Source: an optimization exercise on an open RTL-to-GDS flow (aim: small area, a short achievable clock period and few clock cycles). Production flows keep margins and buffers that such runs may drop.
At most, simulation tests tie the RTL to the original design; equivalence was not proved.
No driver is modelled on the clock port, so clock power and skew are understated where the tree is cut down; a real chip needs a root buffer or a tree.
Power and IR drop assume default switching activity.

==> flow/design.v <==
`timescale 1ns / 1ps
module day3_part2_top( clk, rst, rom_addr, rom_data, sum, done );
    input clk;
    input rst;
    output [13:0] rom_addr;
    input [7:0] rom_data;
    output [31:0] sum;
    output done;
    reg [13:0] addr;
    reg        pz;          
    reg [1:0]  line;        
    reg [52:1] seen1;
    reg [52:1] seen2;
    reg [5:0]  badge;
    reg        add;         
    reg [5:0]  sum_lo;
    reg        carry;
    reg [11:0] sum_hi;
    reg        fin;         
    reg        int_done;
    wire [5:0] v = rom_data[5:0];
    wire zero = (v == 6'd0);
    wire eol = zero & ~pz;                        
    wire last = eol & (line == 2'd2);             
    wire [63:0] onehot = 64'd1 << v;
    wire [52:1] hit = onehot[52:1];
    reg [5:0] enc;
    integer i;
    always @(*) begin
        enc = 6'd0;
        for (i = 1; i <= 52; i = i + 1)
            if (seen1[i]) enc = enc | i[5:0];
    end
    assign rom_addr = addr;
    assign sum = {14'd0, sum_hi, sum_lo};
    assign done = int_done;
    always @(posedge clk) begin
        addr <= rst ? 14'd0 : addr + 14'd1;
        pz <= zero;
        if (rst)
            line <= 2'd0;
        else if (eol)
            line <= last ? 2'd0 : line + 2'd1;
        if (rst | (eol & line[1]) | (eol & line[0]))
            seen1 <= 52'd0;
        else if (line == 2'd0)
            seen1 <= seen1 | hit;
        else if (line == 2'd2)
            seen1 <= seen1 | (hit & seen2);
        if (rst | last)
            seen2 <= 52'd0;
        else if (line == 2'd1)
            seen2 <= seen2 | (hit & seen1);
        badge <= enc;
        add <= ~rst & last & ~int_done;
        if (rst) begin
            sum_lo <= 6'd0;
            carry <= 1'b0;
            sum_hi <= 12'd0;
        end else begin
            if (add)
                {carry, sum_lo} <= {1'b0, sum_lo} + {1'b0, badge};
            else
                carry <= 1'b0;
            sum_hi <= sum_hi + {11'd0, carry};
        end
        fin <= ~rst & zero & pz;
        int_done <= ~rst & (int_done | fin);
    end
endmodule
Settings: LEC_CHECK=0, ABC_CLOCK_PERIOD_IN_PS=1800, CAP_MARGIN=20, CORE_MARGIN=2, CORE_UTILIZATION=40, SETUP_SLACK_MARGIN=2.2, SLEW_MARGIN=20; clock period 4.0 ns.
run.sh (not shown) runs the stock make flow with config.mk's settings and CLKGATE_MAP_FILE= SYNTH_SCRIPT=/design/flow/synth_recipe.tcl, a recipe that flattens the netlist after the stock synthesis.
The starting point passed the timing, DRC and antenna checks.
Next try:
--- a/flow/design.v
+++ b/flow/design.v
@@ -10,8 +10,10 @@
     reg        pz;          
     reg [1:0]  line;        
     reg [52:1] seen1;
     reg [52:1] seen2;
+    reg        clr1;        
+    reg        clr2;        
     reg [5:0]  badge;
     reg        add;         
     reg [5:0]  sum_lo;
     reg        carry;
@@ -40,18 +42,13 @@
         if (rst)
             line <= 2'd0;
         else if (eol)
             line <= last ? 2'd0 : line + 2'd1;
-        if (rst | (eol & line[1]) | (eol & line[0]))
-            seen1 <= 52'd0;
-        else if (line == 2'd0)
-            seen1 <= seen1 | hit;
-        else if (line == 2'd2)
-            seen1 <= seen1 | (hit & seen2);
-        if (rst | last)
-            seen2 <= 52'd0;
-        else if (line == 2'd1)
-            seen2 <= seen2 | (hit & seen1);
+        clr1 <= rst | (eol & (line != 2'd0));
+        clr2 <= rst | last;
+        seen1 <= (clr1 ? 52'd0 : seen1)
+               | (hit & (line == 2'd0 ? {52{1'b1}} : line == 2'd2 ? seen2 : 52'd0));
+        seen2 <= (clr2 ? 52'd0 : seen2) | (hit & (line == 2'd1 ? seen1 : 52'd0));
         badge <= enc;
         add <= ~rst & last & ~int_done;
         if (rst) begin
             sum_lo <= 6'd0;
After rerunning:
- total power shrinks by 4.3%
- setup slack improved by 0.063 ns
- clock skew barely changes
- cell area shrinks by 9.4%
- first-iteration DRC count shrinks by 28%
- non-clock buffer count shrinks by 34
- sequential share of layout area grows by 4.5 points
- combinational power shrinks by 20%
- routed wire length shrinks by 12%
Testbench counts after the change, summed over its fixed seeds: cycles 164,523.
Function not checked in the first run of this note: the RTL went through the layout flow alone.

Another version of the RTL of day3_part2_top (not shown whole).
For scale: about 660 cells after synthesis, about 57 I/O pins, about 6400 um^2 of cells after synthesis.
==> module day3_part2_top, before the edit <==
module day3_part2_top( clk, rst, rom_addr, rom_data, sum, done );
    input clk;
    input rst;
    output [13:0] rom_addr;
    input [7:0] rom_data;
    output [31:0] sum;
    output done;
    reg        rst_q;       
    reg [13:0] addr;
    reg [6:0]  hi;          
    reg [7:0]  lo;          
    reg        pz;          
    reg        l1, l2, l3;  
    reg [52:1] seen1;
    reg [52:1] seen2;
    reg        keep1a;      
    reg        keep1b;      
    reg        keep2a;      
    reg        keep2b;      
    reg [5:0]  badge;
    reg        add;         
    reg        add2;        
    reg        c3;
    reg [5:0]  sum_lo;
    reg        carry;
    reg [11:0] sum_hi;
    reg        fin;         
    reg        fin2;
    reg        int_done;
    wire zero = hi[0] & lo[0];
    wire eol = zero & ~pz;                        
    wire last = eol & l3;                         
    wire [52:1] keep1 = {{26{keep1b}}, {26{keep1a}}};
    wire [52:1] keep2 = {{26{keep2b}}, {26{keep2a}}};
    reg [52:1] hit;
    integer i;
    always @(*)
        for (i = 1; i <= 52; i = i + 1)
            hit[i] = hi[i / 8] & lo[i % 8];
    reg [5:0] enc;
    always @(*) begin
        enc = 6'd0;
        for (i = 1; i <= 52; i = i + 1)
            if (seen1[i]) enc = enc | i[5:0];
    end
    assign rom_addr = addr;
    assign sum = {14'd0, sum_hi, sum_lo};
    assign done = int_done;
    always @(posedge clk) begin
        rst_q <= rst;
        addr <= rst_q ? 14'd0 : addr + 14'd1;
        for (i = 0; i < 7; i = i + 1)
            hi[i] <= (rom_data[5:3] == i);
        for (i = 0; i < 8; i = i + 1)
            lo[i] <= (rom_data[2:0] == i);
        pz <= zero;
        l1 <= ~rst_q & ((~l1 & ~l2 & ~l3) | (l1 & ~eol) | last);
        l2 <= ~rst_q & ((l2 & ~eol) | (l1 & eol));
        l3 <= ~rst_q & ((l3 & ~eol) | (l2 & eol));
        keep1a <= ~rst_q & ~(eol & (l2 | l3));
        keep1b <= ~rst_q & ~(eol & l2) & ~last;
        keep2a <= ~rst_q & ~last;
        keep2b <= ~rst_q & ~(eol & (l1 | l3));
        seen1 <= (seen1 & keep1) | (hit & ({52{l1}} | ({52{l3}} & seen2)));
        seen2 <= (seen2 & keep2) | (hit & {52{l2}} & seen1);
        badge <= enc;
        add <= ~rst_q & last & ~int_done;
        add2 <= ~rst_q & add;
        if (rst_q) begin
            sum_lo <= 6'd0;
            c3 <= 1'b0;
            carry <= 1'b0;
            sum_hi <= 12'd0;
        end else begin
            if (add)
                {c3, sum_lo[2:0]} <= {1'b0, sum_lo[2:0]} + {1'b0, badge[2:0]};
            if (add2)
                {carry, sum_lo[5:3]} <= {1'b0, sum_lo[5:3]} + {1'b0, badge[5:3]} + {3'd0, c3};
            else
                carry <= 1'b0;
            sum_hi <= sum_hi + {11'd0, carry};
        end
        fin <= ~rst_q & zero & pz & l1;
        fin2 <= ~rst_q & fin;
        int_done <= ~rst & ~rst_q & (int_done | fin2);
    end
endmodule
clock: 4.0 ns
lec_check: 0
abc_clock_period_in_ps: 1500
cap_margin: 20
core_margin: 2
core_utilization: 40
setup_slack_margin: 2.5
slew_margin: 20
standard.sh (not shown) runs the stock make flow with config.mk's settings and CLKGATE_MAP_FILE= SYNTH_SCRIPT=/design/flow/synth_recipe.tcl, a recipe that flattens the netlist after the stock synthesis.
==> flow/flow/run.sh <==
#!/bin/bash
# The standard layout (standard.sh), except:
# - the clock tree is built by flow/mycts.tcl, run as ORFS's PRE_CTS_TCL hook,
#   which then skips clock_tree_synthesis: the clock port drives 4 root
#   inverters, each driving 2 leaf inverters, each driving an equal-count grid
#   cluster of flip-flops (two inversions: the flip-flops see the port clock);
# - the port buffers are buf_2 cells instead of delay cells;
# - setup repair does not insert buffers (unbuffer, sizeup, swap only).
# All tool output goes to standard.log and ORFS's own logs under orfs/logs.
set -euo pipefail
export PRE_CTS_TCL=$PWD/flow/mycts.tcl
export MYCTS_COLS=4
export MYCTS_ROWS=2
export MYCTS_ROOT=sky130_fd_sc_hd__clkinv_16
export MYCTS_LEAF=sky130_fd_sc_hd__clkinv_16
export MYCTS_OUTBUF=sky130_fd_sc_hd__buf_2
export MYCTS_INBUF=sky130_fd_sc_hd__buf_2
export SETUP_MOVE_SEQUENCE=unbuffer,sizeup,swap
bash standard.sh > standard.log 2>&1
Other scripts of this flow, unchanged in this note and not shown: flow/flow/mycts.tcl
Testbench counts at the start, summed over its fixed seeds: cycles 164,595.
Edit:
--- a/flow/design.v
+++ b/flow/design.v
@@ -5,12 +5,13 @@
     output [13:0] rom_addr;
     input [7:0] rom_data;
     output [31:0] sum;
     output done;
     reg        rst_q;       
     reg [13:0] addr;
+    reg        addr_cy;     
     reg [6:0]  hi;          
     reg [7:0]  lo;          
     reg        pz;          
     reg        l1, l2, l3;  
     reg [52:1] seen1;
     reg [52:1] seen2;
@@ -20,16 +21,18 @@
     reg        keep2b;      
     reg [5:0]  badge;
     reg        add;         
     reg        add2;        
     reg        c3;
     reg [5:0]  sum_lo;
-    reg        carry;
+    reg        carry;       
+    reg        carry2;      
     reg [11:0] sum_hi;
     reg        fin;         
     reg        fin2;
+    reg        fin3;
     reg        int_done;
     wire zero = hi[0] & lo[0];
     wire eol = zero & ~pz;                        
     wire last = eol & l3;                         
     wire [52:1] keep1 = {{26{keep1b}}, {26{keep1a}}};
     wire [52:1] keep2 = {{26{keep2b}}, {26{keep2a}}};
@@ -46,13 +49,20 @@
     end
     assign rom_addr = addr;
     assign sum = {14'd0, sum_hi, sum_lo};
     assign done = int_done;
     always @(posedge clk) begin
         rst_q <= rst;
-        addr <= rst_q ? 14'd0 : addr + 14'd1;
+        if (rst_q) begin
+            addr <= 14'd0;
+            addr_cy <= 1'b0;
+        end else begin
+            addr[6:0] <= addr[6:0] + 7'd1;
+            addr[13:7] <= addr[13:7] + {6'd0, addr_cy};
+            addr_cy <= (addr[6:0] == 7'd126);
+        end
         for (i = 0; i < 7; i = i + 1)
             hi[i] <= (rom_data[5:3] == i);
         for (i = 0; i < 8; i = i + 1)
             lo[i] <= (rom_data[2:0] == i);
         pz <= zero;
         l1 <= ~rst_q & ((~l1 & ~l2 & ~l3) | (l1 & ~eol) | last);
@@ -68,21 +78,20 @@
         add <= ~rst_q & last & ~int_done;
         add2 <= ~rst_q & add;
         if (rst_q) begin
             sum_lo <= 6'd0;
             c3 <= 1'b0;
             carry <= 1'b0;
+            carry2 <= 1'b0;
             sum_hi <= 12'd0;
         end else begin
-            if (add)
-                {c3, sum_lo[2:0]} <= {1'b0, sum_lo[2:0]} + {1'b0, badge[2:0]};
-            if (add2)
-                {carry, sum_lo[5:3]} <= {1'b0, sum_lo[5:3]} + {1'b0, badge[5:3]} + {3'd0, c3};
-            else
-                carry <= 1'b0;
-            sum_hi <= sum_hi + {11'd0, carry};
+            {c3, sum_lo[2:0]} <= {1'b0, sum_lo[2:0]} + {1'b0, badge[2:0] & {3{add}}};
+            {carry, sum_lo[5:3]} <= {1'b0, sum_lo[5:3]} + {1'b0, badge[5:3] & {3{add2}}} + {3'd0, c3};
+            {carry2, sum_hi[5:0]} <= {1'b0, sum_hi[5:0]} + {6'd0, carry};
+            sum_hi[11:6] <= sum_hi[11:6] + {5'd0, carry2};
         end
         fin <= ~rst_q & zero & pz & l1;
         fin2 <= ~rst_q & fin;
-        int_done <= ~rst & ~rst_q & (int_done | fin2);
+        fin3 <= ~rst_q & fin2;
+        int_done <= ~rst & ~rst_q & (int_done | fin3);
     end
 endmodule
After rerunning: First-iteration DRC count grows by 40%. Wire length shrinks by 3.5%. Maximum frequency shrinks by 1.4%. Setup slack got worse by 0.022 ns. Register-to-register slack got worse by 0.02 ns. Synthesized cell count shrinks by 1.1%. Sequential power stays flat.
Function not checked in the second run of this note: the RTL went through the layout flow alone. No run of this note takes its clock network from TritonCTS; it comes from the design's own scripts or RTL.

separate check: timing with driven ports:
The flow's constraints put no driver on any port. The routed layouts listed below were extracted and timed again, unchanged, in two steps.
Step 1 assumes that a clkbuf_16 drives the clock port and a buf_2 every other input.
Step 2, shift: input delay + t, output delay - t, t = (earliest + latest rising clock arrival at the registers) / 2. This alone moves slack from input paths to output paths.
a / b / c = ideal ports / drivers / drivers and shift; a / b = the first two.
run	t (ns)	setup WS [ns]	clock arrival spread, ns	worst slew at a driven data input, ns	cell pins on the clock port's net
the first run of note 1	0.465	2.162 / 2.171 / 1.707	0.010 / 0.011	0.04	1
the second run of note 1	0.464	2.226 / 2.195 / 1.765	0.009 / 0.009	0.04	1
the first run of note 2	0.338	2.455 / 2.286 / 2.455	0.009 / 0.009	0.03	4
the second run of note 2	0.338	2.433 / 2.319 / 2.432	0.014 / 0.014	0.03	4
After both steps setup and hold are still met in every run listed. The setup slack of the second run of note 1, which loses most, moves by -0.031 ns with the drivers and by -0.461 ns with both steps.
